This design comes from an exercise in tuning for small area and a short achievable clock period on the open sky130 flow, not from production work. Only simulation tests tie the RTL to the original design; equivalence was not proved. Power figures rest on the tool's default switching activity, not on a simulated workload.

// int_controller
module int_controller(FrameIn, SyncVB, SelBlank, WE0, WE1, Buf0Empty, Buf1Empty,
		WData, CSDisplay, VBOut, AILOut, AIPOut, clock, reset);
For scale: ~5100 flip-flops, about 53 I/O pins, ~180000 µm² of cells after synthesis.
==> flow/config.mk <==
export PLATFORM = sky130hd
export DESIGN_NAME = int_controller
export DESIGN_NICKNAME = int_controller
export VERILOG_FILES = /design/flow/design.v
export SDC_FILE = /design/flow/constraint.sdc
export NUM_CORES = 8
export LEC_CHECK = 0
export CAP_MARGIN = 35
export CORE_MARGIN = 2
export CORE_UTILIZATION = 40
export CTS_CLUSTER_DIAMETER = 60
export CTS_CLUSTER_SIZE = 25
export SLEW_MARGIN = 35
==> flow/constraint.sdc <==
create_clock -name core_clock -period 9.0 [get_ports {clock}]
set_input_delay 1.8000 -clock core_clock [delete_from_list [all_inputs] [get_ports {clock}]]
set_output_delay 1.8000 -clock core_clock [all_outputs]
set_load 0.01 [all_outputs]
standard.sh (not shown) runs the stock make flow with config.mk's settings and CLKGATE_MAP_FILE= SYNTH_SCRIPT=/design/flow/synth_recipe.tcl, a recipe that flattens the netlist after the stock synthesis.
==> flow/flow/run.sh <==
#!/bin/bash
set -euo pipefail
bash standard.sh SETUP_SLACK_MARGIN=5.8 finish > layout.log 2>&1
The baseline ran to the end with no violations.
Edit:
==> flow/flow/run.sh (replaced) <==
#!/bin/bash
set -euo pipefail
bash standard.sh SETUP_SLACK_MARGIN=6.6 'BUFFER_PORTS_ARGS=-buffer_cell sky130_fd_sc_hd__buf_4' finish > layout.log 2>&1
Setup slack gets worse by 0.023 ns.
Global-route usage rises by 1.8 points.
Power falls by about 1%.
Core utilization rises by 3.9 points.
Via count rises by about 6%.
Final area rises by 8.5%.
Sequential cell count stays the same.
Edit:
==> flow/flow/run.sh (replaced) <==
#!/bin/bash
set -euo pipefail
bash standard.sh SETUP_SLACK_MARGIN=6.0 finish > layout.log 2>&1
After rerunning:
- worst hold slack improved by 0.027 ns
- maximum frequency rises by 2.6%
- synthesized cell count is unchanged
- clock-buffer cell count rises by 18
- flip-flop and latch count stays the same
- area after synthesis is unchanged
- sequential power barely changes
- register-to-register slack got worse by 0.06 ns
Edit:
==> flow/flow/run.sh (replaced) <==
#!/bin/bash
set -euo pipefail
bash standard.sh SETUP_SLACK_MARGIN=5.6 finish > layout.log 2>&1
CTS_CLUSTER_DIAMETER = default   (was 60)
CTS_CLUSTER_SIZE = default   (was 25)
Clock-buffer cell count grows by 297. Worst hold slack loses 0.014 ns. Design area is higher slightly. Routed wire length is lower slightly. Non-clock buffer count decreases by 122. Critical path depth rose by 9.

Starting RTL as in the previous note.
Settings: LEC_CHECK=0, CAP_MARGIN=35, CORE_MARGIN=2, CORE_UTILIZATION=40, CTS_CLUSTER_DIAMETER=60, CTS_CLUSTER_SIZE=25, SLEW_MARGIN=35; clock period 9.0 ns.
==> flow/flow/run.sh <==
#!/bin/bash
set -euo pipefail
bash standard.sh SETUP_SLACK_MARGIN=5.6 finish > layout.log 2>&1
The first run produced a clean layout.
Change:
==> flow/flow/run.sh (replaced) <==
#!/bin/bash
set -euo pipefail
bash standard.sh SETUP_SLACK_MARGIN=6.0 finish > layout.log 2>&1
--- a/flow/config.mk
+++ b/flow/config.mk
@@ -9,5 +9,6 @@
 export CORE_MARGIN = 2
 export CORE_UTILIZATION = 40
-export CTS_CLUSTER_DIAMETER = 60
+export CTS_CLUSTER_DIAMETER = 90
 export CTS_CLUSTER_SIZE = 25
+export PLACE_DENSITY = 0.75
 export SLEW_MARGIN = 35
The new run passed the timing, design-rule and antenna checks. Cell area shrinks slightly. Worst hold slack improves by 0.0085 ns. Area after synthesis does not change.
Change:
==> flow/flow/run.sh (replaced) <==
#!/bin/bash
set -euo pipefail
bash standard.sh SETUP_SLACK_MARGIN=5.8 finish > layout.log 2>&1
This time the run finished but failed the layout checks on antenna violations.
Wire length went down by 2.6%.
Power stays flat.
Synthesized cell count is unchanged.
Hold slack stays flat.
Change:
==> flow/flow/run.sh (replaced) <==
#!/bin/bash
set -euo pipefail
R=orfs/results/sky130hd/int_controller/base
bash standard.sh SETUP_SLACK_MARGIN=6.0 place > layout_place.log 2>&1
cp $R/3_place.odb $R/3_place_unmoved.odb
IN_ODB=$R/3_place_unmoved.odb OUT_ODB=$R/3_place.odb openroad -exit flow/move_out_flops.tcl > move.log 2>&1
bash standard.sh SETUP_SLACK_MARGIN=6.0 finish > layout_finish.log 2>&1
==> flow/flow/move_out_flops.tcl (new file) <==
# Move each flip-flop that drives only an output port's buffer next to
# that buffer, then legalize. Reads and writes the odb named by env.
read_db $::env(IN_ODB)
set block [ord::get_db_block]
set moved 0
foreach bt [$block getBTerms] {
  if {[$bt getIoType] ne "OUTPUT"} continue
  set net [$bt getNet]
  set buf ""
  foreach it [$net getITerms] { if {[$it isOutputSignal]} { set buf [$it getInst] } }
  if {$buf eq ""} continue
  set in ""
  foreach it [$buf getITerms] { if {[$it isInputSignal]} { set in [$it getNet] } }
  if {$in eq ""} continue
  set drv ""; set nload 0
  foreach it [$in getITerms] { if {[$it isOutputSignal]} { set drv [$it getInst] } else { incr nload } }
  if {$drv eq "" || $nload > 2} continue
  if {![string match "*df*" [[$drv getMaster] getName]]} continue
  set loc [$buf getLocation]
  $drv setLocation [lindex $loc 0] [lindex $loc 1]
  incr moved
  puts "moved [$drv getName] to buffer [$buf getName] of [$bt getName]"
}
puts "MOVED $moved"
detailed_placement
check_placement
write_db $::env(OUT_ODB)
--- a/flow/config.mk
+++ b/flow/config.mk
@@ -9,6 +9,5 @@
 export CORE_MARGIN = 2
 export CORE_UTILIZATION = 40
-export CTS_CLUSTER_DIAMETER = 90
+export CTS_CLUSTER_DIAMETER = 60
 export CTS_CLUSTER_SIZE = 25
-export PLACE_DENSITY = 0.75
 export SLEW_MARGIN = 35
=> The new run produced a clean layout. Non-clock buffer count is higher by 107. Final area came out higher by a few percent. Final cell count rises by a few percent. Power rose by about a fifth. Clock power is higher by well over a third. Count of clock-buffer cells in the layout climbs by 2.

==> re-timing with driven ports <==
The flow's constraints put no driver on any port. The routed layouts listed below were extracted and timed again, unchanged, in two steps.
Step 1, drivers: a clkbuf_16 drives clock and a buf_2 each remaining input, both assumed.
Step 2, shift: input delay + t, output delay - t, t = (earliest + latest rising clock arrival at the registers) / 2. This alone moves slack from input paths to output paths.
a / b / c = ideal / step 1 / step 2; a / b = the first two.
| run | shift t [ns] | setup slack, ns | clock arrival spread, ns | slew at the worst register clock pin (ns) | worst slew at a driven data input, ns |
|---|---|---|---|---|---|
| the first run of note 1 | 1.109 | 5.574 / 5.487 / 4.751 | 0.107 / 0.106 | 0.10 / 0.10 | 0.21 |
| the second run of note 1 | 1.126 | 5.550 / 5.436 / 5.088 | 0.082 / 0.082 | 0.10 / 0.10 | 0.34 |
| the third run of note 1 | 1.119 | 5.636 / 5.501 / 4.989 | 0.105 / 0.105 | 0.10 / 0.10 | 0.19 |
| the fourth run of note 1 | 1.143 | 5.515 / 5.413 / 4.573 | 0.090 / 0.091 | 0.07 / 0.07 | 0.12 |
| the first run of note 2 | 1.083 | 5.478 / 5.369 / 4.696 | 0.107 / 0.107 | 0.10 / 0.10 | 0.12 |
| the second run of note 2 | 1.100 | 5.504 / 5.399 / 5.024 | 0.160 / 0.160 | 0.11 / 0.11 | 0.12 |
| the third run of note 2 | 1.124 | 5.520 / 5.397 / 4.763 | 0.163 / 0.162 | 0.12 / 0.12 | 0.13 |
| the fourth run of note 2 | 1.133 | 5.554 / 5.416 / 4.654 | 0.124 / 0.124 | 0.09 / 0.09 | 0.20 |
The setup slack of the fourth run of note 1, which loses most, moves by -0.102 ns with the drivers and by -0.942 ns with both steps.
